This is an optimization exercise on Yosys and OpenROAD, whose aim is small area, not a production implementation. Only simulation tests tie the RTL to the original design; equivalence was not proved. The flow treats the clock pin as an ideal source, which a real chip does not have. No activity file was given, so power comes from the tool's default toggle rates.

Setup of build 9:
// wave_synth
module wave_synth(
    input clk,
    input rst,
    input on,
    input valid_1,
    input on_off_1,
    input [7:0] note_1,
    input valid_2,
    input on_off_2,
    input [7:0] note_2,
    output [11:0] num_track_1,
    output [11:0] num_track_2,
    output pwm
);
For scale: ~2600 cells after synthesis, roughly 48 I/O pins, roughly 0.024 mm² of cells after synthesis.
Settings: LEC_CHECK=0, CAP_MARGIN=20, CORE_MARGIN=2, CORE_UTILIZATION=65, GPL_TIMING_DRIVEN=0, SLEW_MARGIN=20; clock period 200.0 ns.
standard.sh (not shown) runs the stock make flow with config.mk's settings and CLKGATE_MAP_FILE= SYNTH_SCRIPT=/design/flow/synth_recipe.tcl, a recipe that flattens the netlist after the stock synthesis.
==> flow/flow/run.sh <==
#!/bin/bash
# Own flow: the standard layout (standard.sh) with an area-oriented ABC
# script for the technology mapping step, no full-adder cell extraction, a
# smaller clock tree and the smallest port buffers. Each tool's output is
# logged in this folder (make_*.log) and under orfs/logs/.
set -euo pipefail
work=$(pwd)
export MY_ABC_DIR="$work/flow"
export FLOW_SYNTH_TCL="$work/synth_recipe.tcl"
# clock tree: no dummy loads, small buffers, larger sink clusters
export CTS_ARGS="$(cat "$work/flow/cts_args.txt")"
# no full-adder cell extraction: ABC maps the adders as plain logic
export ADDER_MAP_FILE=
# port buffers: the smallest buffer
export BUFFER_PORTS_ARGS="-buffer_cell sky130_fd_sc_hd__buf_1"
grep -q "SYNTH_SCRIPT=$work/synth_recipe.tcl " standard.sh
sed "s#SYNTH_SCRIPT=$work/synth_recipe.tcl #SYNTH_SCRIPT=$work/flow/my_synth.tcl #" standard.sh > my_standard.sh
bash my_standard.sh synth > make_synth.log 2>&1
bash my_standard.sh > make_layout.log 2>&1
test -f out/final.def
==> flow/flow/abc_s1.script <==
strash
&get -n
&deepsyn -T 60 -S 1
&dch -f
&nf -R 1000
&put
topo
==> flow/flow/abc_s2.script <==
strash
&get -n
&deepsyn -T 60 -S 2
&dch -f
&nf -R 1000
&put
topo
==> flow/flow/abc_s3.script <==
strash
&get -n
&deepsyn -T 60 -S 3
&dch -f
&nf -R 1000
&put
topo
==> flow/flow/abc_s4.script <==
strash
&get -n
&deepsyn -T 60 -S 4
&dch -f
&nf -R 1000
&put
topo
==> flow/flow/abc_s5.script <==
strash
&get -n
&deepsyn -T 60 -S 5
&dch -f
&nf -R 1000
&put
topo
==> flow/flow/cts_args.txt <==
-sink_clustering_enable -repair_clock_nets -dont_use_dummy_load -buf_list sky130_fd_sc_hd__clkbuf_8 -sink_clustering_size 14 -sink_clustering_max_diameter 60
Other scripts of this flow, unchanged in this note and not shown: flow/flow/my_synth.tcl
Relative to build 9, the following input files were edited for build 17:
# build 9
export LEC_CHECK = 0
export CAP_MARGIN = 20
export CORE_MARGIN = 2
export CORE_UTILIZATION = 65
export GPL_TIMING_DRIVEN = 0
export SLEW_MARGIN = 20
create_clock -name core_clock -period 200.0 [get_ports {clk}]
# build 17
export LEC_CHECK = 0
export CAP_MARGIN = 20
export CORE_MARGIN = 2
export CORE_UTILIZATION = 72
export GPL_TIMING_DRIVEN = 0
export SLEW_MARGIN = 20
create_clock -name core_clock -period 200.0 [get_ports {clk}]
diff --git a/flow/flow/run.sh b/flow/flow/run.sh
--- a/flow/flow/run.sh
+++ b/flow/flow/run.sh
@@ -18,0 +19,9 @@
+bash my_standard.sh cts > make_cts.log 2>&1
+export CTS_RESULTS="$work/orfs/results/sky130hd/wave_synth/base"
+openroad -no_init -exit flow/clk_slew.tcl > clk_slew.log 2>&1
+slew=$(awk '/^CLK_SLEW/ {print $2}' clk_slew.log)
+if [[ -z "$slew" ]] || awk -v s="$slew" 'BEGIN { exit !(s > 0.105) }'; then
+  bash my_standard.sh clean_cts > make_clean_cts.log 2>&1
+  export CTS_ARGS="$(cat "$work/flow/cts_args_safe.txt")"
+  bash my_standard.sh cts > make_cts_safe.log 2>&1
+fi
==> flow/flow/abc_s1.script <==
strash
&get -n
&deepsyn -T 60 -S 1
&dch -f
&nf -R 1000 -p -F 8 -a -A 4
&st
&deepsyn -T 30 -S 1
&dch -f
&nf -R 1000 -p -F 8 -a -A 4
&st
&dch -f
&nf -R 1000 -p -F 8 -a -A 4
&st
&dch -f
&nf -R 1000 -p -F 8 -a -A 4
&put
topo
==> flow/flow/abc_s2.script <==
strash
&get -n
&deepsyn -T 60 -S 2
&dch -f
&nf -R 1000 -p -F 8 -a -A 4
&st
&deepsyn -T 30 -S 2
&dch -f
&nf -R 1000 -p -F 8 -a -A 4
&st
&dch -f
&nf -R 1000 -p -F 8 -a -A 4
&st
&dch -f
&nf -R 1000 -p -F 8 -a -A 4
&put
topo
==> flow/flow/abc_s3.script <==
strash
&get -n
&deepsyn -T 60 -S 3
&dch -f
&nf -R 1000 -p -F 8 -a -A 4
&st
&deepsyn -T 30 -S 3
&dch -f
&nf -R 1000 -p -F 8 -a -A 4
&st
&dch -f
&nf -R 1000 -p -F 8 -a -A 4
&st
&dch -f
&nf -R 1000 -p -F 8 -a -A 4
&put
topo
==> flow/flow/abc_s4.script <==
strash
&get -n
&deepsyn -T 60 -S 4
&dch -f
&nf -R 1000 -p -F 8 -a -A 4
&st
&deepsyn -T 30 -S 4
&dch -f
&nf -R 1000 -p -F 8 -a -A 4
&st
&dch -f
&nf -R 1000 -p -F 8 -a -A 4
&st
&dch -f
&nf -R 1000 -p -F 8 -a -A 4
&put
topo
==> flow/flow/abc_s5.script <==
strash
&get -n
&deepsyn -T 60 -S 5
&dch -f
&nf -R 1000 -p -F 8 -a -A 4
&st
&deepsyn -T 30 -S 5
&dch -f
&nf -R 1000 -p -F 8 -a -A 4
&st
&dch -f
&nf -R 1000 -p -F 8 -a -A 4
&st
&dch -f
&nf -R 1000 -p -F 8 -a -A 4
&put
topo
==> flow/flow/clk_slew.tcl (new file) <==
# Prints the worst estimated (placement parasitics) slew at any flip-flop
# clock pin of the clock tree in 4_cts.odb, in ns.
set platform $::env(FLOW_HOME)/platforms/sky130hd
read_lef $platform/lef/sky130_fd_sc_hd.tlef
read_lef $platform/lef/sky130_fd_sc_hd_merged.lef
read_liberty $platform/lib/sky130_fd_sc_hd__tt_025C_1v80.lib
read_db $::env(CTS_RESULTS)/4_cts.odb
read_sdc $::env(CTS_RESULTS)/4_cts.sdc
source $platform/setRC.tcl
set_wire_rc -clock -layer met5
set_wire_rc -signal -layer met2
set_propagated_clock [all_clocks]
estimate_parasitics -placement
set worst 0
foreach pin [get_pins -hierarchical */CLK] {
  set s [get_property $pin slew_max]
  if { $s > $worst } { set worst $s }
}
puts "CLK_SLEW $worst"
==> flow/flow/cts_args.txt <==
-sink_clustering_enable -repair_clock_nets -dont_use_dummy_load -buf_list sky130_fd_sc_hd__clkbuf_8 -sink_clustering_size 18 -sink_clustering_max_diameter 60
==> flow/flow/cts_args_safe.txt (new file) <==
-sink_clustering_enable -repair_clock_nets -dont_use_dummy_load -buf_list sky130_fd_sc_hd__clkbuf_8 -sink_clustering_size 14 -sink_clustering_max_diameter 60
## What came out
Result for build 9 and build 17: all clean
Build 17 vs build 9 — power share of the combinational group rose 1.8 points.
From build 9 to build 17 the numbers moved as follows: total power has increased, delay contributed by the slowest stage of the critical path has increased, power dissipated in combinational cells has increased.
On proportion of cell area occupied by multi-input gates, build 9 tracks build 17 almost exactly.
Sequential power sits higher in build 17 than in build 9.
Count of vias placed by the detailed router on build 17 is up relative to build 9.
Looking at post-detailed-placement cell area across build 9 and build 17, the one that comes out lower is build 17.
Build 17 vs. build 9: layout sequential cell count ~0 delta, synthesized cell count -71.
Changes in build 5 relative to build 17:
# build 17
export LEC_CHECK = 0
export CAP_MARGIN = 20
export CORE_MARGIN = 2
export CORE_UTILIZATION = 72
export GPL_TIMING_DRIVEN = 0
export SLEW_MARGIN = 20
create_clock -name core_clock -period 200.0 [get_ports {clk}]
# build 5
export LEC_CHECK = 0
export CAP_MARGIN = 20
export CORE_MARGIN = 2
export CORE_UTILIZATION = 65
export GPL_TIMING_DRIVEN = 0
export SLEW_MARGIN = 20
create_clock -name core_clock -period 200.0 [get_ports {clk}]
Core util | build 5 vs build 17 | build 5 lower
Going from build 17 to build 5, via count shrank by a little under 10%.
Build 17 was larger in final cell area than build 5.
Of build 17 and build 5, the lower post-route met1 wirelength belongs to build 17.
Against build 17, build 5 reports a later-pin clock latency in the skew report that is higher.
> inputs changed (build 5 -> build 37)
diff --git a/flow/flow/run.sh b/flow/flow/run.sh
--- a/flow/flow/run.sh
+++ b/flow/flow/run.sh
@@ -19,9 +18,0 @@
-bash my_standard.sh cts > make_cts.log 2>&1
-export CTS_RESULTS="$work/orfs/results/sky130hd/wave_synth/base"
-openroad -no_init -exit flow/clk_slew.tcl > clk_slew.log 2>&1
-slew=$(awk '/^CLK_SLEW/ {print $2}' clk_slew.log)
-if [[ -z "$slew" ]] || awk -v s="$slew" 'BEGIN { exit !(s > 0.105) }'; then
-  bash my_standard.sh clean_cts > make_clean_cts.log 2>&1
-  export CTS_ARGS="$(cat "$work/flow/cts_args_safe.txt")"
-  bash my_standard.sh cts > make_cts_safe.log 2>&1
-fi
==> flow/flow/cts_args.txt <==
-sink_clustering_enable -repair_clock_nets -dont_use_dummy_load -buf_list sky130_fd_sc_hd__clkbuf_8 -sink_clustering_size 14 -sink_clustering_max_diameter 60
removed: flow/flow/clk_slew.tcl
removed: flow/flow/cts_args_safe.txt
[summary]
On global-route usage: between build 5 and build 37, it ends up higher for build 37.
Build 37 against build 5: met2 wirelength from detailed routing up 190 µm; die area flat.
The final reports for build 37 and build 5 show final-layout clock buffer total higher in the former.
Remaining number of nets flagged by the antenna check after routing came out exactly the same in build 5 and build 37.
Build 37 -> build 5: post-synthesis cell count delta 0, exact match

==> afterwards: timing with drivers on the ports <==
The flow's constraints put no driver on any port. The routed layouts listed below were extracted and timed again, unchanged, in two steps.
Step 1, drivers: a clkbuf_16 drives clk and a buf_2 each remaining input, both assumed.
Step 2 adds t to the input delays and takes it off the output delays; t is the mean of the earliest and latest rising clock arrival at the registers after step 1. Input paths then give back, and output paths get back, about the clock's delay inside the block.
Slacks: ideal ports / drivers / drivers and shift; pairs: ideal ports / drivers.
run | shift t [ns] | setup WS [ns] | worst register clock-pin slew, ns
build 9 | 0.629 | 118.569 / 118.535 / 118.535 | 0.09 / 0.09
build 17 | 0.627 | 118.278 / 118.240 / 118.240 | 0.11 / 0.11
build 5 | 0.673 | 118.494 / 118.465 / 118.465 | 0.11 / 0.11
build 37 | 0.624 | 118.522 / 118.493 / 118.493 | 0.09 / 0.09
After both steps every run listed still meets setup and hold. For build 17, which loses most, drivers alone change the setup slack by -0.038 ns; drivers and shift together by -0.038 ns.
